Context: an optimization exercise on an open-source flow, tuned for small area, a short achievable clock period and few clock cycles per item. The choices shown serve that exercise and are no tape-out recipe. At most, simulation tests tie the RTL to the original design; equivalence was not proved. No functional check of the RTL was part of runs 4 to 6.

[design/flow/design.v]
`timescale 1ns/1ps
module GCD (
input  logic clk,
input  logic rst_n,
input  logic [31:0] a_in,
input  logic [31:0] b_in,
output logic done,
output logic [31:0] gcd
);
localparam int SH = 3;
localparam logic [1:0] LOAD = 2'd0, RUN = 2'd1, FIN = 2'd2;
logic [1:0]  state;
logic [31:0] a, b;
logic [4:0]  k;
logic        half;    
wire swap1 = half | (~a[0] & ~b[0]);    
logic use_a, use_b;
wire [31:0] x = a & {32{use_a}};
wire [31:0] y = b & {32{use_b}};
wire [31:0] gp [0:5];
wire [31:0] pp [0:5];
assign gp[0] = x & ~y;
assign pp[0] = ~(x ^ y);
for (genvar l = 0; l < 5; l++) begin : g_lvl
  for (genvar i = 0; i < 32; i++) begin : g_bit
    if ((i >> l) & 1) begin : g_op
      localparam int J = ((i >> l) << l) - 1;
      assign gp[l+1][i] = gp[l][i] | (pp[l][i] & gp[l][J]);
      assign pp[l+1][i] = pp[l][i] & pp[l][J];
    end else begin : g_pass
      assign gp[l+1][i] = gp[l][i];
      assign pp[l+1][i] = pp[l][i];
    end
  end
end
wire [31:0] gpre = gp[5];
wire [31:0] ppre = pp[5];
wire ge = gpre[31] | ppre[31];        
wire eq = ppre[31];                   
wire [31:0] c1 = {gpre[30:0] | ppre[30:0], 1'b1};
wire [31:0] c0 = {gpre[30:0], 1'b0};
wire [31:0] r = ge ? (pp[0] ^ c1) : ~(pp[0] ^ c0);    
wire [SH:0] dl = x[SH:0] - y[SH:0];
logic [31:0] r_sh;
always_comb begin
  logic z;
  r_sh = r >> 1;
  z = ~swap1;
  for (int i = 2; i <= SH; i++) begin
    z = z & ~dl[i-1];
    if (z) r_sh = r >> i;
  end
end
wire kz = (k == 5'd0);
assign done = shl & kz;
assign gcd = a;
wire run  = (state == RUN);
wire load = (state == LOAD);
wire fin  = (state == FIN);
wire shl  = fin | (run & eq);
wire half_nx = run & swap1 & ~half;
wire a0_nx = swap1 ? b[0] : 1'b1;
wire b0_nx = swap1 ? a[1] : |dl[SH:1];
always_ff @(posedge clk) begin
  if (load) begin
    a <= a_in;
    b <= b_in;
    k <= 5'd0;
    half <= 1'b0;
    use_a <= ~(a_in[0] & ~b_in[0]);
    use_b <= a_in[0];
  end else begin
    use_a <= ~(a0_nx & ~b0_nx) | half_nx;
    use_b <= a0_nx & ~half_nx;
    b <= r_sh;
    half <= half_nx;
    if (shl) begin
      a <= {a[30:0], 1'b0};
      k <= k - 5'd1;
    end else begin
      if (ge) a <= b;
      if (half) k <= k + 5'd1;
    end
  end
end
always_ff @(posedge clk) begin
  if (rst_n) state <= LOAD;
  else if (load) state <= RUN;
  else if (shl && kz) state <= LOAD;
  else if (shl) state <= FIN;
end
endmodule
[design/flow/flow/run.sh]
#!/bin/bash
# The standard layout (the standard.sh: ORFS synthesis through finish),
# with each port buffered by a small sky130_fd_sc_hd__buf_1 instead of the
# buffer cell buffer_ports picks by default. Nothing else changes.
set -euo pipefail
export BUFFER_PORTS_ARGS="-buffer_cell sky130_fd_sc_hd__buf_1"
bash standard.sh > standard.log 2>&1
[design/flow/standard.sh]
#!/bin/bash
# synth_recipe.tcl (not shown) runs the flow's synth.tcl, then flattens the netlist and writes it again
# the make line also repeats each setting of config.mk as NAME=value (left out here)
make -C /OpenROAD-flow-scripts/flow DESIGN_CONFIG=/design/flow/config.mk WORK_HOME=/design/flow/orfs CLKGATE_MAP_FILE= SYNTH_SCRIPT=/design/flow/synth_recipe.tcl "${@:-finish}"
[design/flow/config.mk]
export PLATFORM = sky130hd
export DESIGN_NAME = GCD
export DESIGN_NICKNAME = GCD
export VERILOG_FILES = /design/flow/design.v
export SDC_FILE = /design/flow/constraint.sdc
export NUM_CORES = 4
export LEC_CHECK = 0
export CAP_MARGIN = 20
export CORE_MARGIN = 2
export CORE_UTILIZATION = 60
export SETUP_SLACK_MARGIN = 0.8
export SLEW_MARGIN = 20
[design/flow/constraint.sdc]
create_clock -name core_clock -period 4.5 [get_ports {clk}]
set_input_delay 0.9000 -clock core_clock [delete_from_list [all_inputs] [get_ports {clk}]]
set_output_delay 0.9000 -clock core_clock [all_outputs]
set_load 0.01 [all_outputs]
==> run notes, run 1 <==
Crit-path max FO: 9
CTS tree: built
Clk latency of the worst-skew pair: 0.39 ns
Io pins: 99
Mapped Nets: 918
Critical path class: reg -> reg
Crit share post-route: 82.0%
Cell count after synthesis: 809
Multi-input logic area: 5000 um2
EDFF count, synth: 32
Initial antenna violation count: 0
Worst setup margin: 0.812 ns
Synth area leader: edfxtp_1
Worst reg-to-reg path cell count: 13
Tmin final: 3.69 ns
Die X: 109 um
Hold WS: 0.535 ns
Chip height: 109 um
# port buffers: 98
CTS root buffer: clkbuf_8
1st-iter DRT viols: 620
Endpoints failing setup: 0
Layout cell share with drive strength beyond 1: 18.8%
Worst min path class: reg -> reg
Top_reg_cell synth: dfxtp_1
Hold depth: 2
TritonCTS buffer count: 9
Status: no timing/DRC/antenna violations
Clk slew on worst S/H paths: 0.08 ns
Most common cell after layout, fill and taps aside: nand2_1
Starting Density: 61.6%
Largest net degree at the start of global routing: 91
Arr. time, crit path: 3.93 ns
Total Routing Usage GR: 33.6%
Fin util: 76.4%
Seq/Total Area, Yosys: 27.0%
Area Overhead vs Synth: 24.0%
CTS H-tree lvls: 3
Synth top area cells: edfxtp_1 (14%), dfxtp_1 (13%), mux2i_1 (9.4%)
Max transition margin: 35.0%
Dpl cells: 1018
First-pass GRT wire length: 31400 um
CTS max path bufs: 2
Setup TNS: 0 ns
Vias: 6894
Reg area: 1810 um2
Fin cells: 1084
Vias in the first global route: 6437
# nets final: 1048
GPL Wtd Cong: 0.911
Nature of the critical path endpoint: flop
Critical Path Source Type: flop
Routed WL: 22000 um
RSZ-0062 raised after global routing: yes
Half-perimeter wire length after placement: 14200 um
Grt ovf: 0
TritonCTS sink count: 74
Max Freq: 271 MHz
Required time of the critical path: 4.75 ns
MaxCap Viol Count: 0
Most frequent cells in the layout: nand2_1 (111), buf_1 (97), o21ai_0 (62)
Synth Area per Inst: 8.25 um2
# rows: 38
Diode count: 0
Remaining routing DRC violations: 0
Number of iterations in the first detailed-routing pass: 5
Place WS: 0.162 ns
Synth Cell Area: 6680 um2
Top cell type's share of synthesized area: 14.4%
Final hold vios: 0
FF+latch count, synth: 74
Vias per inst: 6.36
Distinct cells, synth: 73
Layout Skew: 0.0172 ns
Post-synthesis async set-or-reset flop share: 0%
DIE AREA: 12000 um2
WL per Instance: 20.3 um
Slew @ Worst Pin: 0.972 ns
Synth Warn #: 1
Number of fill cells in the layout: 798
Final antenna-violating net count: 0
Core ar.: 10800 um2
Fin. max-slew vios: 0
path summary, 6_finish.rpt:
| check | startpoint | to | slack [ns] |
|---|---|---|---|
| worst max-delay path | use_b | b[17] | 0.81 |
| worst min-delay path | k[4] | k[4] | 0.53 |
| worst max register to register | use_b | b[17] | 0.81 |
| worst min register to register | k[4] | k[4] | 0.53 |
cell families (layout without fill, tap and decap cells):
family | after synthesis | in the layout | synth area share [%]
adders and majority gates | 43 | 43 | 8.84
AOI/OAI and AO/OA | 237 | 239 | 24.0
DFF | 74 | 74 | 27.0
muxes | 71 | 71 | 10.8
buffers and inverters | 78 | 211 | 5.13
xor gates and xnor gates | 37 | 37 | 4.85
and+or+nand+nor | 269 | 269 | 19.4
worst max-delay path, stage by stage (launching register included):
cell and delay, ns:
dfxtp_4 0.41, buf_8 0.17, nand2_1 0.10, ha_1 0.22
fa_2 0.38, a211o_1 0.30, o221a_4 0.26, nor2_8 0.16
o221ai_4 0.19, o21ai_4 0.38, mux2_4 0.24, o21ai_1 0.06
a2111oi_1 0.51, a21oi_1 0.15
metrics by stage:
step	instance area [um2]
after global placement	7200
after detailed placement	7200
final	8280
after global routing	8280
after floorplan	6700
after CTS	7610
registers in the layout (all words and copies together), names as in the netlist:
register / count
half: 1
k: 5
use_a: 1
a: 32
b: 32
state: 2
use_b: 1
cells in the mapped netlist, drive strengths merged, types with 2 or more instances:
master / count
nor3: 15
a31oi: 14
nand3: 17
a221oi: 3
a31o: 3
o21ai: 73
xor2: 14
nand4: 9
and4: 6
inv: 27
ha: 36
nor4: 3
o21bai: 4
nor2b: 5
o21a: 6
and3: 6
a211oi: 2
buf: 17
o22ai: 14
o221ai: 4
mux2: 8
o32a: 2
nor3b: 3
a221o: 4
xnor2: 23
fa: 7
o211ai: 15
or2: 2
a21oi: 53
and2: 36
edfxtp: 32
a2111oi: 4
a21o: 13
nand2b: 2
o221a: 2
o31ai: 2
a21boi: 2
nand2: 115
a22oi: 10
mux2i: 63
clkbuf: 34
nor2: 48
dfxtp: 42
area by class of cell:
type	instances	area share, %
well taps	140	2.11
repair buffers	168	11.8
multi-input cells	659	60.4
flip-flops and latches	74	21.8
clock inverters	5	0.937
inverters	27	1.22
clock buffers	11	1.71
metal layers:
layer / part of all wire, % / track usage, %
met2: 47 / 56.4
met3: 7.7 / 5.22
met4: 3.4 / 14.0
met1: 41 / 42.8
met5: 0 / 0
timing repair:
item | CTS | global route
endpoints found under the hold margin | 0 | 0
cloned | 1 | 3
hold buffers | 0 | 0
endpoints found under the setup margin | 94 | 65
gates resized for setup | 35 | 65
pin swaps | 6 | 24
buffers inserted | 9 | 37
Testbench counts, summed over its fixed seeds: cycles 83,220, items 4,000.
==> run 2, diff against run 1 <==
--- a/design/flow/config.mk
+++ b/design/flow/config.mk
@@ -8,5 +8,4 @@
 export CAP_MARGIN = 20
 export CORE_MARGIN = 2
-export CORE_UTILIZATION = 60
-export SETUP_SLACK_MARGIN = 0.8
+export CORE_UTILIZATION = 40
 export SLEW_MARGIN = 20
==> run notes, run 2 <==
Cell count after synthesis: 809
Final hold vios: 0
Remaining routing DRC violations: 0
CTS tree: built
# nets final: 1005
Hold EP: k[2]
R2R Path End: b[13]
R2R Setup Slk: 0.52 ns
Top cell type's share of synthesized area: 14.4%
Synth top area cells: edfxtp_1 (14%), dfxtp_1 (13%), mux2i_1 (9.4%)
Vias: 6264
Post-synth top cells: nand2_1 (114), o21ai_0 (64), mux2i_1 (63)
Final antenna-violating net count: 0
# port buffers: 98
Most common cell after layout, fill and taps aside: nand2_1
Seq/Total Area, Yosys: 27.0%
Grt ovf: 0
Total Routing Usage GR: 22.3%
Routed WL: 19400 um
Vias per inst: 5.59
# rows: 47
Max transition margin: 35.8%
Worst min path class: reg -> reg
CTS H-tree lvls: 3
Synth area leader: edfxtp_1
TritonCTS buffer count: 9
Clk slew on worst S/H paths: 0.06 ns
Arr. time, crit path: 3.20 ns
Status: no timing/DRC/antenna violations
RSZ-0062 raised after global routing: no
Largest registers: a x32, b x32, k x5
MaxCap Viol Count: 0
Fin. max-slew vios: 0
Most frequent cells in the layout: nand2_1 (114), buf_1 (98), o21ai_0 (64)
GPL Wtd Cong: 0.925
Crit share post-route: 91.2%
Number of iterations in the first detailed-routing pass: 5
Top_reg_cell synth: dfxtp_1
Half-perimeter wire length after placement: 14300 um
Post-CTS sizing: 0
Io pins: 99
EDFF count, synth: 32
Setup TNS: 0 ns
CTS max path bufs: 2
WL per Instance: 17.3 um
Die X: 133 um
Slew @ Worst Pin: 0.961 ns
Distinct cells, synth: 73
Critical path class: reg -> out
Synth Cell Area: 6680 um2
Mapped Nets: 918
Worst reg-to-reg path cell count: 14
1st-iter DRT viols: 458
Number of fill cells in the layout: 1710
Cell area after layout: 7650 um2
Core ar.: 16500 um2
Layout Skew: 0.00668 ns
DIE AREA: 17700 um2
CP peak stage delay: 0.48 ns
Critical Path Most Common Cell: nand2_1
TritonCTS sink count: 74
CTS root buffer: clkbuf_16
Hold depth: 2
Area Overhead vs Synth: 14.6%
Diode count: 0
Max Freq: 244 MHz
Critical Path Source Type: flop
First-pass GRT wire length: 31900 um
Crit-path max FO: 16
Synth Warn #: 1
Clk latency of the worst-skew pair: 0.35 ns
Post-CTS Setup Inserts: 0
Hold_buf cts: 0
FF+latch count, synth: 74
DP Area: 7340 um2
Fin util: 46.5%
Critical path's slowest cell: nor4_2
Nature of the critical path endpoint: output pin
Worst Hold Launch: k[2]
Vias in the first global route: 6219
Most instantiated library cell after synthesis: nand2_1
Required time of the critical path: 3.60 ns
Post-synthesis async set-or-reset flop share: 0%
Layout cell share with drive strength beyond 1: 9.32%
Synth Area per Inst: 8.25 um2
Tmin final: 4.10 ns
Largest net degree at the start of global routing: 48
CP Cell Sequence: buf_4 > nand2_1 > ha_1 > and4_1 > nand2_1 > nor4_2 > a31oi_4 > nor3_1 > buf_1
Chip height: 133 um
Starting Density: 40.6%
Endpoints failing setup: 0
Initial antenna violation count: 0
Reg2reg start: use_b
-- run 2: worst max-delay path, delay by kind of cell, from the launching register on --
family                   cells  cell delay, ns
flip-flops                   1            0.34
buffers and inverters        2            0.43
AO/OA/AOI/OAI                1            0.19
AND/OR/NAND/NOR              5            1.42
adder cells (fa/ha/maj)      1            0.46
-- run 2: final cells by class --
class / count / area (um2) / share of cell area [%]
timing repair buffer: 127 / 598 / 7.82
sequential: 74 / 1800 / 23.6
clock buffer: 11 / 253 / 3.30
clock inverter: 5 / 52.6 / 0.687
multi-input combinational: 657 / 4570 / 59.7
inverter: 27 / 101 / 1.32
tap: 220 / 275 / 3.60
-- run 2: per-layer routing --
layer / track usage (%) / part of all wire, %
met5: 0 / 0
met4: 8.10 / 2.2
met3: 2.93 / 4.8
met2: 36.7 / 46
met1: 30.1 / 47
-- run 2: how the worst max path moves through the flow --
stage / startpoint / depth (start not counted) / slack (ns) / endpoint
after floorplan: a[0] / 11 / 0.26 / a[0]
after global placement: use_b / 9 / 0.72 / done
after detailed placement: use_b / 14 / 0.64 / b[12]
after CTS: use_b / 9 / 0.34 / done
after global routing: use_b / 9 / 0.11 / done
final: use_b / 9 / 0.40 / done
-- run 2: cells by family (layout without fill, tap and decap cells) --
kind of cell | count (synthesis) | in the layout | share of synthesized area [%]
xor+xnor | 37 | 37 | 4.85
fa+ha+maj | 43 | 43 | 8.84
compound gates | 237 | 237 | 24.0
simple gates | 269 | 269 | 19.4
flops | 74 | 74 | 27.0
mux | 71 | 71 | 10.8
buf+inv | 78 | 170 | 5.13
-- run 2: metrics by stage --
stage / std cells / setup slack [ns] / hold WS [ns]
finish: 1121 / 0.397 / 0.540
global route: 1121 / 0.106 / 0.546
CTS: 1121 / 0.339 / 0.537
detailed placement: 1105 / 0.635 / 0.520
global placement: 1105 / 0.723 / 0.516
floorplan: 809 / 0.256 / 0.475
==> run 3, diff against run 2 <==
==> design/flow/run.sh (new file) <==
#!/bin/bash
# synth_recipe.tcl (not shown) runs the flow's synth.tcl, then flattens the netlist and writes it again
# the make line also repeats each setting of config.mk as NAME=value (left out here)
make -C /OpenROAD-flow-scripts/flow DESIGN_CONFIG=/design/flow/config.mk WORK_HOME=/design/flow/orfs CLKGATE_MAP_FILE= SYNTH_SCRIPT=/design/flow/synth_recipe.tcl finish
removed: design/flow/flow/run.sh
removed: design/flow/standard.sh
==> run notes, run 3 <==
Worst setup margin: 0.330 ns
Top cell type's share of synthesized area: 14.4%
Vias in the first global route: 6198
Most frequent cells in the layout: nand2_1 (114), clkdlybuf4s50_1 (98), o21ai_0 (64)
Diode count: 0
Setup TNS: 0 ns
Worst reg-to-reg path cell count: 14
Worst min path class: reg -> reg
RSZ-0062 raised after global routing: no
Initial antenna violation count: 0
Seq/Total Area, Yosys: 27.0%
Crit-path max FO: 19
CTS root buffer: clkbuf_16
CTS tree: built
Synth Area per Inst: 8.25 um2
WL per Instance: 17.5 um
Vias: 6388
Vias per inst: 5.67
Synth Warn #: 1
Half-perimeter wire length after placement: 14400 um
Area Overhead vs Synth: 24.3%
Final antenna-violating net count: 0
Io pins: 99
Clk latency of the worst-skew pair: 0.36 ns
Synth top area cells: edfxtp_1 (14%), dfxtp_1 (13%), mux2i_1 (9.4%)
Number of iterations in the first detailed-routing pass: 6
Post-CTS Setup Inserts: 0
Crit share post-route: 92.7%
Largest registers: a x32, b x32, k x5
# rows: 47
Layout Skew: 0.00799 ns
Critical Path Source Type: flop
Largest net degree at the start of global routing: 55
# nets final: 1010
DP Area: 7980 um2
1st-iter DRT viols: 533
Chip height: 133 um
Mapped Nets: 918
Post-CTS sizing: 0
Nature of the critical path endpoint: output pin
Multi-input logic area: 4570 um2
Post-synthesis async set-or-reset flop share: 0%
Max Freq: 240 MHz
CTS H-tree lvls: 3
Synth area leader: edfxtp_1
EDFF count, synth: 32
TritonCTS buffer count: 9
CTS max path bufs: 2
Hold_buf cts: 0
Place WS: 0.617 ns
DIE AREA: 17700 um2
FF+latch count, synth: 74
TritonCTS sink count: 74
Starting Density: 40.6%
Layout cell share with drive strength beyond 1: 9.82%
Required time of the critical path: 3.60 ns
R2R Path End: b[12]
CP Capture Point: done
Clk slew on worst S/H paths: 0.06 ns
CP Launch Point: use_a
Most instantiated library cell after synthesis: nand2_1
Status: no timing/DRC/antenna violations
Post-synth top cells: nand2_1 (114), o21ai_0 (64), mux2i_1 (63)
Total Routing Usage GR: 22.6%
Reg2reg start: use_b
Distinct cells, synth: 73
# port buffers: 98
Die X: 133 um
Routed WL: 19700 um
R2R Setup Slk: 0.57 ns
Core ar.: 16500 um2
Arr. time, crit path: 3.27 ns
Most common cell after layout, fill and taps aside: nand2_1
Synth Cell Area: 6680 um2
MaxCap Viol Count: 0
Final hold vios: 0
Reg area: 1800 um2
Grt ovf: 0
Top_reg_cell synth: dfxtp_1
GPL Wtd Cong: 0.932
Fin. max-slew vios: 0
Cell count after synthesis: 809
Max transition margin: 44.1%
Number of fill cells in the layout: 1614
Critical path class: reg -> out
Tmin final: 4.17 ns
First-pass GRT wire length: 32100 um
Slew @ Worst Pin: 0.836 ns
Remaining routing DRC violations: 0
Cell area after layout: 8300 um2
Endpoints failing setup: 0
-- run 3: cell counts after synthesis --
No cell type changed its count.
-- run 3: worst min path at each step --
stage,from,endpoint,slack (ns),cells past startpoint
final,k[4],k[4],0.53,2
after global routing,k[2],k[2],0.56,2
after CTS,k[4],k[4],0.53,2
after detailed placement,k[4],k[4],0.51,2
after global placement,k[4],k[4],0.50,2
after floorplan,k[3],k[3],0.48,2
-- run 3: cell type report --
class,instances,area share [%]
inverter,27,1.22
tap,220,3.32
clock buffer,12,3.23
clock inverter,4,0.558
sequential,74,21.7
multi-input combinational,657,55.1
timing repair buffer,132,14.9
-- run 3: logic make-up after synthesis --
family                   share of synthesized area, %
AO/OA/AOI/OAI                                    24.0
multiplexers                                     10.8
buffers and inverters                            5.13
flip-flops                                       27.0
AND/OR/NAND/NOR                                  19.4
adder cells (fa/ha/maj)                          8.84
XOR/XNOR                                         4.85
-- run 3: critical path: stages (launching register included) --
cell             delay (ns)
dfxtp_1                0.31
buf_4                  0.21
and2_1                 0.17
ha_1                   0.47
and4_1                 0.29
nand3_1                0.19
nor4_2                 0.18
buf_4                  0.20
a31oi_4                0.10
nor3_2                 0.23
clkdlybuf4s50_1        0.57
-- run 3: metal layers --
layer  global-route usage [%]  wire length [um]  up-vias
met5                        0                 0        -
met1                     31.0              9400     3033
met2                     36.5              9030      183
met4                     6.44               329        0
li1                         -                 -     3142
met3                     4.22               932       30
-- run 3: stage by stage --
step	std cells	hold slack, ns	util (%)
final	1126	0.526	50.4
after global routing	1126	0.564	50.4
after CTS	1126	0.528	50.4
after detailed placement	1110	0.514	48.5
after global placement	1110	0.502	48.5
after floorplan	809	0.475	-
==> run 4, diff against run 3 <==
--- a/design/flow/design.v
+++ b/design/flow/design.v
@@ -15,5 +15,6 @@
 logic        half;    
 wire swap1 = half | (~a[0] & ~b[0]);    
-logic use_a, use_b;
+wire use_a = ~(a[0] & ~b[0]) | half;    
+wire use_b = a[0] & ~half;              
 wire [31:0] x = a & {32{use_a}};
 wire [31:0] y = b & {32{use_b}};
@@ -41,5 +42,5 @@
 wire [31:0] c0 = {gpre[30:0], 1'b0};
 wire [31:0] r = ge ? (pp[0] ^ c1) : ~(pp[0] ^ c0);    
-wire [SH:0] dl = x[SH:0] - y[SH:0];
+wire [SH-1:0] dl = x[SH-1:0] - y[SH-1:0];
 logic [31:0] r_sh;
 always_comb begin
@@ -59,7 +60,4 @@
 wire fin  = (state == FIN);
 wire shl  = fin | (run & eq);
-wire half_nx = run & swap1 & ~half;
-wire a0_nx = swap1 ? b[0] : 1'b1;
-wire b0_nx = swap1 ? a[1] : |dl[SH:1];
 always_ff @(posedge clk) begin
   if (load) begin
@@ -68,11 +66,7 @@
     k <= 5'd0;
     half <= 1'b0;
-    use_a <= ~(a_in[0] & ~b_in[0]);
-    use_b <= a_in[0];
   end else begin
-    use_a <= ~(a0_nx & ~b0_nx) | half_nx;
-    use_b <= a0_nx & ~half_nx;
     b <= r_sh;
-    half <= half_nx;
+    half <= run & swap1 & ~half;
     if (shl) begin
       a <= {a[30:0], 1'b0};
==> run notes, run 4 <==
Final hold vios: 0
Layout cell share with drive strength beyond 1: 9.54%
Most instantiated library cell after synthesis: a21oi_1
Hold EP: k[4]
Post-synth top cells: a21oi_1 (87), nand2_1 (80), mux2i_1 (63)
Setup TNS: 0 ns
Starting Density: 40.7%
Vias in the first global route: 6108
TritonCTS buffer count: 9
Worst Hold Launch: k[4]
Slew @ Worst Pin: 0.656 ns
Total Routing Usage GR: 26.6%
Fin. max-slew vios: 0
# rows: 46
Number of fill cells in the layout: 1517
Largest net degree at the start of global routing: 69
# nets final: 974
Worst reg-to-reg path cell count: 17
Status: no timing/DRC/antenna violations
Chip height: 131 um
Hold depth: 2
Required time of the critical path: 4.72 ns
Synth Area per Inst: 8.40 um2
Place WS: 0.138 ns
Max transition margin: 56.2%
Top cell type's share of synthesized area: 14.9%
MaxCap Viol Count: 0
Most common cell after layout, fill and taps aside: clkdlybuf4s50_1
Seq/Total Area, Yosys: 27.4%
Nature of the critical path endpoint: flop
Most frequent cells in the layout: clkdlybuf4s50_1 (97), a21oi_1 (87), nand2_1 (80)
Die X: 131 um
WL per Instance: 20.7 um
GPL Wtd Cong: 0.976
Crit-path max FO: 19
Vias per inst: 5.73
Synth Cell Area: 6440 um2
Layout Skew: 0.00750 ns
Dpl cells: 1069
Post-synthesis async set-or-reset flop share: 0%
Synth Warn #: 1
Mapped Nets: 876
Top_reg_cell synth: dfxtp_1
R2R Path End: b[2]
DIE AREA: 17100 um2
FF+latch count, synth: 72
CTS tree: built
Synth area leader: edfxtp_1
Distinct cells, synth: 64
Diode count: 0
Final antenna-violating net count: 0
Number of iterations in the first detailed-routing pass: 4
Crit share post-route: 92.1%
Tmin final: 4.14 ns
First-pass GRT wire length: 34000 um
Critical path class: reg -> reg
Remaining routing DRC violations: 0
Reg2reg start: half
RSZ-0062 raised after global routing: no
Arr. time, crit path: 4.37 ns
Io pins: 99
Initial antenna violation count: 0
Cell area after layout: 8120 um2
Vias: 6224
Max Freq: 241 MHz
Largest registers: a x32, b x32, k x5
Worst min path class: reg -> reg
Fin cells: 1086
Endpoints failing setup: 0
Worst setup margin: 0.355 ns
Cell count after synthesis: 767
EDFF count, synth: 32
Core ar.: 15800 um2
1st-iter DRT viols: 399
CTS max path bufs: 2
Synth top area cells: edfxtp_1 (15%), dfxtp_1 (12%), mux2i_1 (9.8%)
Grt ovf: 0
Critical Path Source Type: flop
CTS H-tree lvls: 3
CTS root buffer: clkbuf_16
Routed WL: 22500 um
# port buffers: 98
Half-perimeter wire length after placement: 17100 um
TritonCTS sink count: 72
R2R Setup Slk: 0.36 ns
Area Overhead vs Synth: 26.2%
Clk latency of the worst-skew pair: 0.35 ns
Clk slew on worst S/H paths: 0.06 ns
DP Area: 7760 um2
## run 4: cell types whose count changed in the layout (fill, tap and decap cells not counted), sizes merged, moves of 8 or more
| cell | delta |
|---|---|
| a21oi | +36 |
| o21ai | -36 |
| nand2 | -34 |
| a211oi | +33 |
| nor2b | +30 |
| nand3 | -11 |
| o211ai | -11 |
| a31oi | -10 |
| nor3 | -8 |
| o22ai | -8 |
## run 4: logic make-up (layout without fill, tap and decap cells)
| family | count (synthesis) | in the layout | synth area share, % |
|---|---|---|---|
| fa+ha+maj | 43 | 43 | 9.17 |
| xor+xnor | 36 | 36 | 4.90 |
| flops | 72 | 72 | 27.4 |
| compound gates | 244 | 244 | 24.4 |
| buf+inv | 67 | 170 | 4.57 |
| simple gates | 234 | 234 | 18.2 |
| mux | 71 | 71 | 11.3 |
## run 4: through the flow
stage	utilization [%]	hold slack, ns
2_1_floorplan	-	0.470
3_3_place_gp	49.0	0.502
3_5_place_dp	49.0	0.513
4_1_cts	51.0	0.531
5_1_grt	51.3	0.559
6_report	51.3	0.526
## run 4: routing by layer
layer | share of wire [%] | routed length [um] | global-route usage, %
met4 | 3.8 | 845 | 11.2
met3 | 4.4 | 990 | 3.58
met1 | 41 | 9320 | 31.4
met2 | 50 | 11400 | 48.4
met5 | 0 | 0 | 0
## run 4: area by class of cell
type | count | area [um2] | area share [%]
Multi-Input combinational cell | 628 | 4450 | 54.8
Sequential cell | 72 | 1760 | 21.7
Timing Repair Buffer | 133 | 1260 | 15.5
Tap cell | 216 | 270 | 3.33
Clock buffer | 9 | 225 | 2.77
Inverter | 21 | 78.8 | 0.970
Clock inverter | 7 | 70.1 | 0.862
## run 4: timing repair
item                                    CTS  global route
endpoints found under the setup margin    1             1
hold buffers                              0             0
pin swaps                                 0             1
buffers inserted                          0             1
gates resized for setup                   6             4
## run 4: critical path: stages, from the launching register on
cell      delay [ns]
dfxtp_1         0.37
nor2b_4         0.19
nand2b_4        0.12
buf_4           0.22
and2_1          0.18
ha_1            0.29
buf_4           0.14
nand4_1         0.19
nor3_1          0.32
o31a_1          0.31
o21a_4          0.18
o21ai_4         0.06
nand2_4         0.27
buf_12          0.20
mux2i_1         0.32
xnor2_1         0.22
a21oi_1         0.11
a211o_1         0.31
## run 4: worst max path at each step
| stage | startpoint | endpoint | slack, ns | cells after the start |
|---|---|---|---|---|
| floorplan | a[0] | a[0] | 0.23 | 12 |
| global placement | half | done | 0.20 | 13 |
| detailed placement | half | done | 0.14 | 14 |
| CTS | half | done | 0.03 | 14 |
| global route | half | b[2] | 0.11 | 17 |
| finish | half | b[2] | 0.36 | 17 |
==> run 5, diff against run 4 <==
--- a/design/flow/config.mk
+++ b/design/flow/config.mk
@@ -9,3 +9,4 @@
 export CORE_MARGIN = 2
 export CORE_UTILIZATION = 40
+export SETUP_SLACK_MARGIN = 1.5
 export SLEW_MARGIN = 20
==> run notes, run 5 <==
Layout Skew: 0.00893 ns
Distinct cells, synth: 64
GPL Wtd Cong: 0.965
Hold_buf cts: 0
First-pass GRT wire length: 34900 um
Post-synth top cells: a21oi_1 (87), nand2_1 (80), mux2i_1 (63)
DP Area: 7940 um2
Grt ovf: 0
Worst Hold Launch: k[4]
CTS root buffer: clkbuf_16
Hold depth: 2
Top_reg_cell synth: dfxtp_1
TritonCTS buffer count: 9
CTS tree: built
# rows: 46
Starting Density: 40.7%
Half-perimeter wire length after placement: 15300 um
Final antenna-violating net count: 0
# port buffers: 98
Clk latency of the worst-skew pair: 0.35 ns
CP peak stage delay: 0.37 ns
Required time of the critical path: 4.76 ns
CP Cell Sequence: nor2b_4 > buf_12 > nand2b_4 > and2_4 > ha_4 > fa_2 > nand3_4 > a21oi_4 > o31a_1 > o21a_4 > o21ai_4 > buf_12 > nand2_8 > buf_12 > mux2i_4 > xor2_2 > mux2_4 > a221oi_2
1st-iter DRT viols: 404
Worst min path class: reg -> reg
Setup TNS: 0 ns
Fin. max-slew vios: 0
Number of iterations in the first detailed-routing pass: 5
Endpoints failing setup: 0
CTS H-tree lvls: 3
Synth top area cells: edfxtp_1 (15%), dfxtp_1 (12%), mux2i_1 (9.8%)
Clk slew on worst S/H paths: 0.06 ns
Top cell type's share of synthesized area: 14.9%
Seq/Total Area, Yosys: 27.4%
EDFF count, synth: 32
Post-synthesis async set-or-reset flop share: 0%
Arr. time, crit path: 4.07 ns
Fin cells: 1142
Crit path buf inv count: 3
Die X: 131 um
TritonCTS sink count: 72
Routed WL: 23000 um
Core ar.: 15800 um2
Worst reg-to-reg path cell count: 18
Nature of the critical path endpoint: flop
Largest registers: a x32, b x32, k x5
R2R Setup Slk: 0.69 ns
Max Freq: 262 MHz
Vias in the first global route: 6605
Layout cell share with drive strength beyond 1: 27.1%
Largest net degree at the start of global routing: 37
Cell area after layout: 9480 um2
Diode count: 0
R2R Path End: b[15]
Family with the most delay on the worst path: compound AO/OA/AOI/OAI gates
Critical Path Most Common Cell: buf_12
Initial antenna violation count: 0
Synth Area per Inst: 8.40 um2
Synth Warn #: 1
Critical Path Source Type: flop
Synth area leader: edfxtp_1
RSZ-0062 raised after global routing: yes
Vias per inst: 5.76
Io pins: 99
Slew @ Worst Pin: 1.11 ns
Most instantiated library cell after synthesis: a21oi_1
Final hold vios: 0
Status: no timing/DRC/antenna violations
FF+latch count, synth: 72
Most common cell after layout, fill and taps aside: clkdlybuf4s50_1
Crit-path max FO: 8
CTS max path bufs: 2
Number of fill cells in the layout: 1415
Hold EP: k[4]
Critical path class: reg -> reg
Mapped Nets: 876
MaxCap Viol Count: 0
# nets final: 1030
Area Overhead vs Synth: 47.2%
Reg2reg start: a[0]
WL per Instance: 20.1 um
Most frequent cells in the layout: clkdlybuf4s50_1 (97), a21oi_1 (79), nand2_1 (71)
Synth Cell Area: 6440 um2
Remaining routing DRC violations: 0
Chip height: 131 um
Critical path's slowest cell: edfxtp_1
Dpl cells: 1057
Vias: 6582
Crit share post-route: 84.7%
DIE AREA: 17100 um2
Cell count after synthesis: 767
Total Routing Usage GR: 26.8%
Levels on crit path: 18
Tmin final: 3.81 ns
Fin util: 59.9%
Max transition margin: 26.2%
[run 5: cell types whose count changed in the layout (fill, tap and decap cells not counted), sizes merged]
| cell | delta |
|---|---|
| nand2b | +3 |
| nand2 | +1 |
| clkbuf | +5 |
| clkinv | -1 |
| dlymetal6s2s | -1 |
| buf | +52 |
| bufinv | -1 |
| inv | -1 |
| clkinvlp | -1 |
[run 5: final cells by class]
type | count | area (um2) | share of cell area (%)
flip-flops and latches | 72 | 1760 | 18.6
repair buffers | 185 | 1780 | 18.8
multi-input cells | 632 | 5310 | 56.0
well taps | 216 | 270 | 2.85
clock inverters | 3 | 15.0 | 0.158
inverters | 21 | 83.8 | 0.884
clock buffers | 13 | 262 | 2.76
[run 5: stage by stage]
step | worst slack, ns | hold WS (ns)
global placement | 0.265 | 0.502
CTS | 0.811 | 0.534
detailed placement | 0.145 | 0.512
global route | 0.598 | 0.564
floorplan | 0.454 | 0.470
finish | 0.690 | 0.528
[run 5: worst max-delay path by stage]
stage	from	to	slack, ns
after global routing	a[0]	b[15]	0.60
after floorplan	a[0]	a[0]	0.45
after detailed placement	a[0]	done	0.14
final	a[0]	b[15]	0.69
after global placement	a[0]	done	0.26
after CTS	a[0]	done	0.81
[run 5: layer usage]
layer	GRT usage (%)	up-vias	routed length (um)
met2	46.3	208	11300
met1	33.6	3214	10000
met4	10.1	0	564
met5	0	-	0
li1	-	3113	-
met3	4.40	47	1160
[run 5: worst min-delay path: stages, from the launching register on]
cell,delay (ns)
dfxtp_1,0.34
xnor2_1,0.08
nor2_1,0.07
[run 5: kinds of logic (layout without fill, tap and decap cells)]
group	after synthesis	after routing	synth area share (%)
and+or+nand+nor	234	238	18.2
adders and majority gates	43	43	9.17
muxes	71	71	11.3
xor gates and xnor gates	36	36	4.90
AOI/OAI and AO/OA	244	244	24.4
buffers and inverters	67	222	4.57
DFF	72	72	27.4
[run 5: what timing repair did]
item	CTS	global route
cloned	5	1
hold endpoints to repair	0	0
buffers inserted	51	12
setup endpoints to repair	101	101
pin swaps	62	23
resized for setup	83	50
==> run 6, diff against run 5 <==
--- a/design/flow/design.v
+++ b/design/flow/design.v
@@ -8,5 +8,5 @@
 output logic [31:0] gcd
 );
-localparam int SH = 3;
+localparam int SH = 4;
 localparam logic [1:0] LOAD = 2'd0, RUN = 2'd1, FIN = 2'd2;
 logic [1:0]  state;
--- a/design/flow/config.mk
+++ b/design/flow/config.mk
@@ -9,4 +9,3 @@
 export CORE_MARGIN = 2
 export CORE_UTILIZATION = 40
-export SETUP_SLACK_MARGIN = 1.5
 export SLEW_MARGIN = 20
==> run notes, run 6 <==
Synth top area cells: edfxtp_1 (14%), dfxtp_1 (12%), mux2i_1 (8.7%)
CTS max path bufs: 2
Diode count: 0
Fin. max-slew vios: 0
Top_reg_cell synth: dfxtp_1
Largest net degree at the start of global routing: 67
R2R Setup Slk: 0.26 ns
Crit-path max FO: 17
Synth area leader: edfxtp_1
Cell count after synthesis: 812
Post-synthesis async set-or-reset flop share: 0%
Clk slew on worst S/H paths: 0.06 ns
Tmin final: 4.24 ns
Remaining routing DRC violations: 0
Arr. time, crit path: 4.48 ns
Crit share post-route: 94.2%
Post-synth top cells: nand2_1 (112), mux2i_1 (58), o21ai_0 (58)
TritonCTS sink count: 72
Total Routing Usage GR: 24.1%
Final antenna-violating net count: 0
GPL Wtd Cong: 0.903
Cell area after layout: 8530 um2
DP Area: 8060 um2
Synth Area per Inst: 8.25 um2
Layout Skew: 0.00633 ns
Reg2reg start: a[0]
Critical path class: reg -> reg
Grt ovf: 0
Worst reg-to-reg path cell count: 16
Distinct cells, synth: 79
Hold depth: 2
Io pins: 99
CTS root buffer: clkbuf_16
Vias per inst: 5.83
1st-iter DRT viols: 535
Max transition margin: 42.5%
Multi-input logic area: 4770 um2
Initial antenna violation count: 0
Routed WL: 21300 um
MaxCap Viol Count: 0
WL per Instance: 18.7 um
Required time of the critical path: 4.74 ns
Die X: 133 um
Seq/Total Area, Yosys: 26.3%
R2R Path End: b[23]
Layout cell share with drive strength beyond 1: 13.1%
Core ar.: 16500 um2
Number of iterations in the first detailed-routing pass: 4
Most instantiated library cell after synthesis: nand2_1
Synth Cell Area: 6700 um2
Starting Density: 40.7%
Chip height: 133 um
Worst setup margin: 0.261 ns
EDFF count, synth: 32
TritonCTS buffer count: 9
Worst Hold Launch: k[4]
Reg area: 1760 um2
Vias: 6650
CTS tree: built
Final hold vios: 0
Worst min path class: reg -> reg
Mapped Nets: 921
Critical Path Source Type: flop
Place WS: 0.192 ns
Status: no timing/DRC/antenna violations
Nature of the critical path endpoint: flop
Most common cell after layout, fill and taps aside: nand2_1
# rows: 47
Clk latency of the worst-skew pair: 0.35 ns
CTS H-tree lvls: 3
Vias in the first global route: 6519
DIE AREA: 17800 um2
FF+latch count, synth: 72
Hold EP: k[4]
Fin util: 51.8%
Synth Warn #: 1
Area Overhead vs Synth: 27.4%
Half-perimeter wire length after placement: 15500 um
Hold_buf cts: 0
Max Freq: 236 MHz
First-pass GRT wire length: 34300 um
Number of fill cells in the layout: 1596
Endpoints failing setup: 0
# port buffers: 98
Setup TNS: 0 ns
# nets final: 1025
Largest registers: a x32, b x32, k x5
Top cell type's share of synthesized area: 14.4%
Most frequent cells in the layout: nand2_1 (112), clkdlybuf4s50_1 (97), mux2i_1 (58), o21ai_0 (58), nor2_1 (52)
Slew @ Worst Pin: 0.860 ns
RSZ-0062 raised after global routing: no
run 6: changes by cell type after synthesis, moves of 11 or more:
cell,delta
nor2b_1,-30
nand2_1,+32
a21oi_1,-39
nand3_1,+11
o21ai_0,+29
a211oi_1,-24
run 6: area by class of cell:
class | count | area share (%)
clock inverters | 6 | 0.704
clock buffers | 10 | 2.68
repair buffers | 148 | 15.9
multi-input cells | 664 | 55.9
well taps | 220 | 3.23
inverters | 21 | 0.924
flip-flops and latches | 72 | 20.7
run 6: kinds of logic after synthesis:
logic type | after synthesis | synth area share (%)
and+or+nand+nor | 282 | 20.9
AOI/OAI and AO/OA | 245 | 25.3
buffers and inverters | 76 | 5.12
DFF | 72 | 26.3
muxes | 61 | 9.23
adders and majority gates | 43 | 8.82
xor gates and xnor gates | 33 | 4.32
run 6: worst max-delay path by stage:
stage / startpoint / endpoint / slack [ns] / cells past startpoint
after floorplan: a[0] / a[0] / 0.09 / 15
after detailed placement: a[0] / b[22] / 0.19 / 16
final: a[0] / b[23] / 0.26 / 16
after global placement: a[0] / b[27] / 0.23 / 16
after CTS: a[0] / done / 0.002 / 13
after global routing: a[0] / b[23] / 0.07 / 16
run 6: timing repair:
item | in CTS | in global routing
gates resized for setup | 12 | 12
gates cloned | 0 | 0
endpoints found under the hold margin | 0 | 0
endpoints found under the setup margin | 1 | 9
setup buffers | 2 | 2
pin swaps | 2 | 5
run 6: per-layer routing:
layer / share of wire [%] / vias to the layer above / global-route usage [%]
li1: - / 3206 / -
met5: 0 / - / 0
met4: 2.4 / 0 / 8.16
met2: 45 / 219 / 38.0
met3: 5.2 / 39 / 4.79
met1: 47 / 3186 / 33.0
run 6: metrics by stage:
stage          hold slack, ns  cells
2_1_floorplan           0.470    812
3_3_place_gp            0.513   1121
3_5_place_dp            0.511   1121
4_1_cts                 0.526   1139
5_1_grt                 0.535   1141
6_report                0.527   1141
run 6: critical path, stage by stage (launching register included):
cell and delay [ns]:
edfxtp_1 0.35, nor2b_4 0.17, nand2b_1 0.08, buf_4 0.20
and2_1 0.19, ha_1 0.21, fa_1 0.47, nand3_1 0.18
nand2_2 0.11, a221oi_2 0.33, o31a_2 0.32, and2_4 0.29
buf_4 0.24, nor4b_1 0.09, nor4b_2 0.51, mux2i_1 0.15
o221a_2 0.24
==> run 7, diff against run 6 <==
==> design/flow/design.v (replaced) <==
`timescale 1ns/1ps
module GCD (
input  logic clk,
input  logic rst_n,
input  logic [31:0] a_in,
input  logic [31:0] b_in,
output logic done,
output logic [31:0] gcd
);
localparam int SH = 3;
localparam logic [1:0] LOAD = 2'd0, RUN = 2'd1, FIN = 2'd2;
logic [1:0]  state;
logic [31:0] a, b;
logic [4:0]  k;
logic        half;      
logic        swap1;     
logic        m_sub, m_a, m_b;
wire run  = (state == RUN);
wire load = (state == LOAD);
wire fin  = (state == FIN);
wire [31:0] gp [0:5];
wire [31:0] pp [0:5];
assign gp[0] = a & ~b;
assign pp[0] = ~(a ^ b);
for (genvar l = 0; l < 5; l++) begin : g_lvl
  for (genvar i = 0; i < 32; i++) begin : g_bit
    if ((i >> l) & 1) begin : g_op
      localparam int J = ((i >> l) << l) - 1;
      assign gp[l+1][i] = gp[l][i] | (pp[l][i] & gp[l][J]);
      assign pp[l+1][i] = pp[l][i] & pp[l][J];
    end else begin : g_pass
      assign gp[l+1][i] = gp[l][i];
      assign pp[l+1][i] = pp[l][i];
    end
  end
end
wire [31:0] gpre = gp[5];
wire [31:0] ppre = pp[5];
wire ge = gpre[31] | ppre[31];                        
wire eq = ppre[31];                                   
wire [31:0] c1 = {gpre[30:0] | ppre[30:0], 1'b1};
wire [31:0] c0 = {gpre[30:0], 1'b0};
wire [31:0] d_ab = pp[0] ^ c1;                        
wire [31:0] d_ba = ~(pp[0] ^ c0);                     
wire [31:0] r = ({32{m_sub &  ge}} & d_ab) |
                ({32{m_sub & ~ge}} & d_ba) |
                ({32{m_a}} & a) |
                ({32{m_b}} & b);
wire [SH:0] t = m_sub ? ~pp[0][SH:0] : m_a ? a[SH:0] : b[SH:0];
logic [31:0] r_sh;
always_comb begin
  logic z;
  r_sh = r >> 1;
  z = ~swap1;
  for (int i = 2; i <= SH; i++) begin
    z = z & ~t[i-1];
    if (z) r_sh = r >> i;
  end
end
wire kz  = (k == 5'd0);
wire shl = fin | (run & m_sub & eq);
assign done = shl & kz;
assign gcd = a;
wire half_nx = run & swap1 & ~half;
wire a0_nx   = swap1 ? b[0] : 1'b1;
wire b0_nx   = swap1 ? a[1] : |t[SH:1];
always_ff @(posedge clk) begin
  if (load) begin
    a <= a_in;
    b <= b_in;
    k <= 5'd0;
    half  <= 1'b0;
    swap1 <= ~a_in[0] & ~b_in[0];
    m_sub <= a_in[0] & b_in[0];
    m_a   <= ~a_in[0];
    m_b   <= a_in[0] & ~b_in[0];
  end else begin
    b <= r_sh;
    half  <= half_nx;
    swap1 <= half_nx | (~a0_nx & ~b0_nx);
    m_sub <= a0_nx & b0_nx & ~half_nx;
    m_a   <= ~a0_nx | half_nx;
    m_b   <= a0_nx & ~b0_nx & ~half_nx;
    if (shl) begin
      a <= {a[30:0], 1'b0};
      k <= k - 5'd1;
    end else begin
      if ((m_sub & ge) | m_a) a <= b;
      if (half) k <= k + 5'd1;
    end
  end
end
always_ff @(posedge clk) begin
  if (rst_n) state <= LOAD;
  else if (load) state <= RUN;
  else if (shl && kz) state <= LOAD;
  else if (shl) state <= FIN;
end
endmodule
==> design/flow/flow/run.sh (new file) <==
#!/bin/bash
# The standard layout (the standard.sh: ORFS synthesis through finish),
# with each port buffered by a small sky130_fd_sc_hd__buf_1 instead of the
# buffer cell buffer_ports picks by default. Nothing else changes.
set -euo pipefail
export BUFFER_PORTS_ARGS="-buffer_cell sky130_fd_sc_hd__buf_1"
bash standard.sh > standard.log 2>&1
==> design/flow/standard.sh (new file) <==
#!/bin/bash
# synth_recipe.tcl (not shown) runs the flow's synth.tcl, then flattens the netlist and writes it again
# the make line also repeats each setting of config.mk as NAME=value (left out here)
make -C /OpenROAD-flow-scripts/flow DESIGN_CONFIG=/design/flow/config.mk WORK_HOME=/design/flow/orfs CLKGATE_MAP_FILE= SYNTH_SCRIPT=/design/flow/synth_recipe.tcl "${@:-finish}"
--- a/design/flow/config.mk
+++ b/design/flow/config.mk
@@ -8,4 +8,5 @@
 export CAP_MARGIN = 20
 export CORE_MARGIN = 2
-export CORE_UTILIZATION = 40
+export CORE_UTILIZATION = 60
+export SETUP_SLACK_MARGIN = 0.8
 export SLEW_MARGIN = 20
removed: design/flow/run.sh
==> run notes, run 7 <==
Fin. max-slew vios: 0
Cell area after layout: 7750 um2
Diode count: 0
Largest registers: a x32, b x32, k x5
Setup TNS: 0 ns
Endpoints failing setup: 0
Critical Path Source Type: flop
Synth area leader: edfxtp_1
CP peak stage delay: 0.48 ns
Highest metal used: met4
Number of iterations in the first detailed-routing pass: 5
Clk latency of the worst-skew pair: 0.37 ns
Tmin final: 3.69 ns
Final hold vios: 0
Status: no timing/DRC/antenna violations
Total Routing Usage GR: 35.5%
Io pins: 99
First-pass GRT wire length: 32400 um
Synth top area cells: edfxtp_1 (15%), dfxtp_1 (14%), ha_1 (7.0%)
TritonCTS sink count: 76
Crit-path max FO: 5
CTS root buffer: clkbuf_8
Cell count after synthesis: 793
Hold_buf cts: 0
# rows: 37
Final antenna-violating net count: 0
EDFF count, synth: 32
DP Area: 6950 um2
Fin cells: 1057
Largest net degree at the start of global routing: 46
Vias per inst: 6.64
Arr. time, crit path: 3.95 ns
Core ar.: 10400 um2
Distinct cells, synth: 73
Seq/Total Area, Yosys: 28.5%
Die X: 108 um
Required time of the critical path: 4.76 ns
Top_reg_cell synth: dfxtp_1
Post-synthesis async set-or-reset flop share: 0%
Wire length on met1: 8510 um
CTS H-tree lvls: 3
Routed wl met2: 9960 um
Remaining routing DRC violations: 0
Initial antenna violation count: 0
Max Freq: 271 MHz
CTS tree: built
Critical path's slowest cell: a31oi_1
Slew @ Worst Pin: 0.789 ns
CTS max path bufs: 2
Half-perimeter wire length after placement: 14600 um
Most instantiated library cell after synthesis: nand2_1
Most frequent cells in the layout: nand2_1 (118), buf_1 (97), buf_4 (60)
MaxCap Viol Count: 0
Area Overhead vs Synth: 19.9%
Mapped Nets: 901
Post-synth top cells: nand2_1 (118), a21oi_1 (52), a22oi_1 (49), nor2_1 (49), inv_1 (45)
Number of fill cells in the layout: 804
Layout cell share with drive strength beyond 1: 16.1%
Crit share post-route: 82.0%
Nature of the critical path endpoint: flop
DIE AREA: 11600 um2
Synth Cell Area: 6460 um2
Routed WL: 21300 um
Synth Warn #: 1
Vias in the first global route: 6495
FF+latch count, synth: 76
Reg area: 1850 um2
Critical path class: reg -> reg
Worst min path class: reg -> reg
Vias: 7021
Multi-input logic area: 4490 um2
Synth Area per Inst: 8.15 um2
Dpl cells: 999
GPL Wtd Cong: 0.995
Clk slew on worst S/H paths: 0.08 ns
# port buffers: 98
CP Cell Sequence: ha_4 > inv_2 > fa_2 > nand2b_4 > a211o_4 > a21bo_4 > a31oi_1 > a41oi_1 > xor2_1 > a311oi_1 > a21o_1 > a21oi_1 > a221o_1
1st-iter DRT viols: 646
Most common cell after layout, fill and taps aside: nand2_1
Max transition margin: 47.3%
Layout Skew: 0.0135 ns
# nets final: 1024
Routed wl met3: 1990 um
Top cell type's share of synthesized area: 14.9%
Grt ovf: 0
RSZ-0062 raised after global routing: yes
Starting Density: 62.3%
TritonCTS buffer count: 9
WL per Instance: 20.1 um
Chip height: 108 um
run 7: cell count changes in the layout (fill, tap and decap cells not counted), moves of 11 or more:
cell             delta
and2_1             -21
mux2i_1            -33
clkdlybuf4s50_1    -97
inv_1              +22
a22oi_1            +37
clkbuf_8           +11
buf_1              +97
a222oi_1           +11
o21ai_0            -23
run 7: repair_timing:
item / 4_1_cts / 5_1_grt
pin swaps: 4 / 28
buffers inserted: 7 / 35
endpoints found under the setup margin: 54 / 50
gates resized for setup: 15 / 56
run 7: stage by stage:
step,hold WS (ns),utilization [%],setup slack [ns]
global route,0.568,74.7,0.706
finish,0.532,74.7,0.810
CTS,0.533,69.9,0.715
detailed placement,0.515,67.0,0.376
floorplan,0.455,-,0.844
global placement,0.498,67.0,0.552
run 7: final cells by class:
type	count	share of cell area, %
Clock buffer	12	2.00
Clock inverter	4	0.598
Inverter	45	2.18
Multi-Input combinational cell	623	58.0
Sequential cell	76	23.8
Tap cell	136	2.20
Timing Repair Buffer	161	11.2
run 7: worst max-delay path, delay by kind of cell (launching register included):
family	cells	cell delay [ns]
compound gates	8	2.29
fa+ha+maj	2	0.51
flops	1	0.41
xor+xnor	1	0.18
simple gates	1	0.16
buf+inv	1	0.04
run 7: cell families after synthesis:
kind of cell | count (synthesis) | synth area share, %
multiplexers | 31 | 4.86
buffers and inverters | 94 | 5.98
flip-flops | 76 | 28.5
AO/OA/AOI/OAI | 277 | 31.0
XOR/XNOR | 29 | 3.93
AND/OR/NAND/NOR | 244 | 16.8
adder cells (fa/ha/maj) | 42 | 8.83
run 7: worst paths after layout:
path,start,end,slack [ns],cells past startpoint
hold reg to reg,k[4],k[4],0.53,2
hold / removal,k[4],k[4],0.53,2
setup reg to reg,a[0],b[25],0.81,13
setup / recovery,a[0],b[25],0.81,13
run 7: routing by layer:
metal | vias to the layer above | GRT usage, %
met5 | - | 0
met4 | 0 | 17.4
met2 | 426 | 57.4
met3 | 80 | 6.23
li1 | 3225 | -
met1 | 3290 | 45.6
Testbench counts of run 7, summed over its fixed seeds: cycles 83,220, items 4,000.
==> run 8, diff against run 7 <==
--- a/design/flow/design.v
+++ b/design/flow/design.v
@@ -8,5 +8,5 @@
 output logic [31:0] gcd
 );
-localparam int SH = 3;
+localparam int SH = 4;
 localparam logic [1:0] LOAD = 2'd0, RUN = 2'd1, FIN = 2'd2;
 logic [1:0]  state;
==> run notes, run 8 <==
Synth top area cells: edfxtp_1 (15%), dfxtp_1 (14%), a22oi_1 (7.0%)
Vias in the first global route: 6778
Half-perimeter wire length after placement: 15000 um
Top_reg_cell synth: dfxtp_1
FF+latch count, synth: 76
Multiplexer share of the synthesized area: 2.67%
RSZ-0062 raised after global routing: no
# nets final: 1051
Clk slew on worst S/H paths: 0.08 ns
Remaining routing DRC violations: 0
Post-synth top cells: nand2_1 (117), nor2_1 (67), o21ai_0 (65)
Simple-gate share of the synthesized area: 18.5%
Core ar.: 10400 um2
Crit share post-route: 82.4%
Arr. time, crit path: 3.97 ns
Post-synthesis async set-or-reset flop share: 0%
# rows: 37
Total Routing Usage GR: 37.2%
Largest net degree at the start of global routing: 44
Fin. max-slew vios: 0
Critical path's slowest cell: edfxtp_1
Critical Path Source Type: flop
Mapped Nets: 918
Final antenna-violating net count: 0
MaxCap Viol Count: 0
Hold_buf cts: 0
Clk latency of the worst-skew pair: 0.39 ns
Distinct cells, synth: 75
Synth Area in XOR/XNOR: 4.37%
R2R Path End: b[15]
Crit path buf inv count: 3
Place WS: 0.563 ns
CTS max path bufs: 2
TritonCTS buffer count: 9
R2R Setup Slk: 0.79 ns
Max Freq: 270 MHz
Number of fill cells in the layout: 824
Required time of the critical path: 4.76 ns
Largest registers: a x32, b x32, k x5
1st-iter DRT viols: 1008
Starting Density: 61.8%
Post-synthesis compound-gate area fraction: 31.1%
Io pins: 99
Top cell type's share of synthesized area: 15.0%
Multi-input logic area: 4550 um2
Vias per inst: 6.70
CTS root buffer: clkbuf_8
Status: no timing/DRC/antenna violations
Endpoints failing setup: 0
Area Overhead vs Synth: 22.2%
# port buffers: 98
Worst setup margin: 0.790 ns
Layout cell share with drive strength beyond 1: 15.4%
Diode count: 0
Most frequent cells in the layout: nand2_1 (117), buf_1 (97), buf_4 (64)
Most instantiated library cell after synthesis: nand2_1
Worst reg-to-reg path cell count: 15
Number of iterations in the first detailed-routing pass: 6
Tmin final: 3.71 ns
CTS H-tree lvls: 3
CP Cell Sequence: ha_2 > o21ai_1 > o21bai_2 > o21a_2 > o311ai_4 > nand3_4 > buf_12 > buf_4 > mux2i_2 > xnor2_1 > a222oi_1 > buf_4 > o22ai_1 > a221oi_1 > o21ai_1
CTS tree: built
Fin util: 75.5%
Synth Cell Area: 6410 um2
Hold EP: k[3]
Routed WL: 22700 um
Synth Area per Inst: 7.91 um2
Layout Skew: 0.0130 ns
Grt ovf: 0
CP peak stage delay: 0.48 ns
First-pass GRT wire length: 33400 um
Seq/Total Area, Yosys: 28.7%
GPL Wtd Cong: 0.996
Family with the most delay on the worst path: compound AO/OA/AOI/OAI gates
Nature of the critical path endpoint: flop
Adder-cell area share of the yosys netlist: 8.90%
Worst Hold Launch: k[3]
Vias: 7260
Main combinational cell family by area after synthesis: compound AO/OA/AOI/OAI gates
Setup TNS: 0 ns
Final hold vios: 0
Cell count after synthesis: 810
Most common cell after layout, fill and taps aside: nand2_1
Synth Warn #: 1
Slew @ Worst Pin: 0.765 ns
Reg2reg start: a[6]
Reg area: 1850 um2
Synth area leader: edfxtp_1
Crit-path max FO: 14
Die X: 107 um
Worst min path class: reg -> reg
Critical path class: reg -> reg
Initial antenna violation count: 0
TritonCTS sink count: 76
Hold depth: 2
Chip height: 107 um
DIE AREA: 11500 um2
Max transition margin: 49.0%
EDFF count, synth: 32
CP Launch Point: a[6]
WL per Instance: 20.9 um
-- run 8: what timing repair did --
item	CTS	global route
resized for setup	16	55
pin swaps	6	21
cloned	1	2
setup endpoints to repair	53	30
buffers inserted	6	36
-- run 8: final cells by class --
type                    instances  area share, %
flip-flops and latches         76           23.6
multi-input cells             645           58.1
well taps                     136           2.17
repair buffers                163           11.1
clock inverters                 6           1.13
clock buffers                  10           1.63
inverters                      48           2.30
-- run 8: metrics by stage --
step,hold slack [ns],area [um2],cells
6_report,0.531,7830,1084
5_1_grt,0.578,7830,1084
4_1_cts,0.530,7290,1046
3_5_place_dp,0.517,6950,1023
3_3_place_gp,0.498,6950,1023
2_1_floorplan,0.456,6420,810
-- run 8: metal layers --
metal / vias to the layer above / GRT usage [%] / share of wire, %
li1: 3281 / - / -
met1: 3387 / 49.0 / 38
met2: 507 / 57.5 / 45
met3: 85 / 8.60 / 12
met4: 0 / 18.7 / 4.4
met5: - / 0 / 0
-- run 8: cell families (layout without fill, tap and decap cells) --
kind of cell	Yosys count	count (layout)
DFF	76	76
buffers and inverters	92	227
xor gates and xnor gates	32	32
AOI/OAI and AO/OA	292	292
and+or+nand+nor	259	262
muxes	17	17
adders and majority gates	42	42
-- run 8: worst max path at each step --
stage	to	slack, ns	cells after the start
6_report	b[15]	0.79	15
5_1_grt	b[5]	0.60	14
4_1_cts	done	0.69	9
3_5_place_dp	b[16]	0.56	15
3_3_place_gp	b[24]	0.70	15
2_1_floorplan	k[4]	0.81	18
-- run 8: worst register-to-register path, cell delays in order, from the launching register on --
cell      delay [ns]
edfxtp_1        0.48
ha_2            0.36
o21ai_1         0.27
o21bai_2        0.17
o21a_2          0.28
o311ai_4        0.42
nand3_4         0.14
buf_12          0.19
buf_4           0.14
mux2i_2         0.14
xnor2_1         0.12
a222oi_1        0.24
buf_4           0.20
o22ai_1         0.09
a221oi_1        0.24
o21ai_1         0.10
Testbench counts of run 8, summed over its fixed seeds: cycles 78,976, items 4,000.
==> run 9, diff against run 8 <==
--- a/design/flow/config.mk
+++ b/design/flow/config.mk
@@ -9,4 +9,4 @@
 export CORE_MARGIN = 2
 export CORE_UTILIZATION = 60
-export SETUP_SLACK_MARGIN = 0.8
+export SETUP_SLACK_MARGIN = 0.5
 export SLEW_MARGIN = 20
==> run notes, run 9 <==
Clk latency of the worst-skew pair: 0.38 ns
RSZ-0062 raised after global routing: no
Vias per inst: 6.64
Max Freq: 260 MHz
Top_reg_cell synth: dfxtp_1
Worst Hold Launch: half
Starting Density: 61.8%
Slew @ Worst Pin: 0.855 ns
Vias in the first global route: 6494
R2R Setup Slk: 0.71 ns
Setup TNS: 0 ns
CP Cell Sequence: ha_2 > and4_1 > and3_2 > and3_2 > and2_1 > nand3_1 > nor2_1 > mux2_4 > and3_1 > buf_1
Top cell type's share of synthesized area: 15.0%
Die X: 107 um
CTS root buffer: clkbuf_8
Tmin final: 3.84 ns
Crit share post-route: 85.3%
Nature of the critical path endpoint: output pin
# port buffers: 98
FF+latch count, synth: 76
Status: no timing/DRC/antenna violations
Synth Area per Inst: 7.91 um2
Io pins: 99
Simple-gate share of the synthesized area: 18.5%
R2R Path End: b[27]
Post-synth top cells: nand2_1 (117), nor2_1 (67), o21ai_0 (65)
Hold EP: half
Fin. max-slew vios: 0
Critical path class: reg -> out
Reg2reg start: a[25]
1st-iter DRT viols: 815
Final hold vios: 0
Critical Path Source Type: flop
Total Routing Usage GR: 36.3%
Initial antenna violation count: 0
CTS max path bufs: 2
Required time of the critical path: 3.60 ns
GPL Wtd Cong: 1.02
Synth area leader: edfxtp_1
Critical path's slowest cell: edfxtp_1
Max transition margin: 42.3%
Mapped Nets: 918
Post-synthesis async set-or-reset flop share: 0%
Adder-cell area share of the yosys netlist: 8.90%
Largest registers: a x32, b x32, k x5
Distinct cells, synth: 75
Diode count: 0
CTS tree: built
Hold WS: 0.518 ns
Synth Area in XOR/XNOR: 4.37%
MaxCap Viol Count: 0
Half-perimeter wire length after placement: 14800 um
Most instantiated library cell after synthesis: nand2_1
Worst reg-to-reg path cell count: 13
Most common cell after layout, fill and taps aside: nand2_1
DIE AREA: 11500 um2
Core ar.: 10400 um2
Remaining routing DRC violations: 0
Synth Warn #: 1
Layout cell share with drive strength beyond 1: 8.53%
Number of fill cells in the layout: 895
First-pass GRT wire length: 32700 um
Routed WL: 21200 um
Worst min path class: reg -> reg
Chip height: 107 um
# nets final: 1017
Seq/Total Area, Yosys: 28.7%
Largest net degree at the start of global routing: 35
WL per Instance: 20.2 um
CTS H-tree lvls: 3
# rows: 37
Number of iterations in the first detailed-routing pass: 8
Post-synthesis compound-gate area fraction: 31.1%
Multiplexer share of the synthesized area: 2.67%
Layout Skew: 0.0123 ns
Final antenna-violating net count: 0
TritonCTS sink count: 76
Vias: 6977
Endpoints failing setup: 0
Clk slew on worst S/H paths: 0.08 ns
Main combinational cell family by area after synthesis: compound AO/OA/AOI/OAI gates
Synth top area cells: edfxtp_1 (15%), dfxtp_1 (14%), a22oi_1 (7.0%)
Most frequent cells in the layout: nand2_1 (117), buf_1 (98), nor2_1 (64)
Fin cells: 1050
CP peak stage delay: 0.46 ns
Area Overhead vs Synth: 13.5%
Critical Path Most Common Cell: and3_2
Synth Cell Area: 6410 um2
Cell count after synthesis: 810
Grt ovf: 0
Dpl cells: 1022
TritonCTS buffer count: 9
EDFF count, synth: 32
Hold depth: 1
Crit-path max FO: 10
Arr. time, crit path: 2.94 ns
-- run 9: cell counts after synthesis --
Identical to the previous run, type by type.
-- run 9: layout make-up --
class | count | area (um2) | share of cell area (%)
flip-flops and latches | 76 | 1840 | 25.3
repair buffers | 131 | 616 | 8.46
clock inverters | 5 | 31.3 | 0.430
clock buffers | 11 | 163 | 2.23
multi-input cells | 643 | 4280 | 58.8
well taps | 136 | 170 | 2.34
inverters | 48 | 180 | 2.48
-- run 9: kinds of logic after synthesis --
family / Yosys count
compound gates: 292
simple gates: 259
buf+inv: 92
flops: 76
fa+ha+maj: 42
xor+xnor: 32
mux: 17
-- run 9: how the worst max path moves through the flow --
stage / slack (ns) / endpoint / depth (start not counted) / start
after floorplan: 0.61 / k[4] / 17 / a[14]
after global placement: 0.75 / b[13] / 14 / b[0]
after detailed placement: 0.57 / b[16] / 12 / b[2]
after CTS: 0.54 / done / 11 / b[16]
after global routing: 0.51 / done / 10 / a[18]
final: 0.66 / done / 10 / a[18]
-- run 9: through the flow --
step	worst slack [ns]	instance area (um2)	utilization (%)
floorplan	0.614	6410	-
global placement	0.750	6940	67.0
detailed placement	0.571	6940	67.0
CTS	0.543	7160	69.0
global route	0.506	7280	70.2
finish	0.660	7280	70.2
-- run 9: timing repair --
item	CTS	global route
buffers inserted	2	9
cloned	0	1
endpoints found under the setup margin	1	27
resized for setup	2	11
hold buffers	0	0
pin swaps	1	7
-- run 9: per-layer routing --
layer,global-route usage [%],vias to the layer above,share of wire [%]
met1,49.1,3277,41
met3,7.63,75,10
li1,-,3210,-
met2,55.4,415,45
met4,17.4,0,4.0
met5,0,-,0
-- run 9: worst max-delay path, delay by kind of cell, from the launching register on --
kind | cells | cell delay [ns]
adder cells (fa/ha/maj) | 1 | 0.42
buffers and inverters | 1 | 0.15
flip-flops | 1 | 0.46
multiplexers | 1 | 0.22
AND/OR/NAND/NOR | 7 | 1.31

==> what the ideal ports hide <==
In the flow no input, the clock included, has a driving cell. The finished layouts below were timed again as built, in two steps. Step 1: set_driving_cell puts a clkbuf_16 on clk and a buf_2 on each other input, an assumption about the parent block. Step 2, shift: input delay + t, output delay - t, t = (earliest + latest rising clock arrival at the registers) / 2. This alone moves slack from input paths to output paths. a / b / c = no drivers / after step 1 / after step 2; a / b = the first two.
run | t (ns) | slack for setup (ns) | worst setup path at the end | worst register clock-pin slew, ns | worst slew at a driven data input, ns
run 1 | 0.422 | 0.812 / 0.793 / 0.812 | register to register | 0.09 / 0.09 | 0.05
run 2 | 0.392 | 0.397 / 0.354 / 0.521 | register to register | 0.06 / 0.06 | 0.04
run 3 | 0.394 | 0.330 / 0.291 / 0.571 | register to register | 0.06 / 0.06 | 0.04
run 4 | 0.390 | 0.355 / 0.355 / 0.355 | register to register | 0.06 / 0.06 | 0.05
run 5 | 0.392 | 0.690 / 0.690 / 0.690 | register to register | 0.06 / 0.06 | 0.06
run 6 | 0.392 | 0.261 / 0.261 / 0.261 | register to register | 0.06 / 0.06 | 0.05
run 7 | 0.401 | 0.810 / 0.810 / 0.810 | register to register | 0.09 / 0.09 | 0.05
run 8 | 0.421 | 0.790 / 0.754 / 0.790 | register to register | 0.09 / 0.09 | 0.04
run 9 | 0.414 | 0.660 / 0.621 / 0.707 | register to register | 0.09 / 0.09 | 0.05
After both steps setup and hold are still met in every run listed.
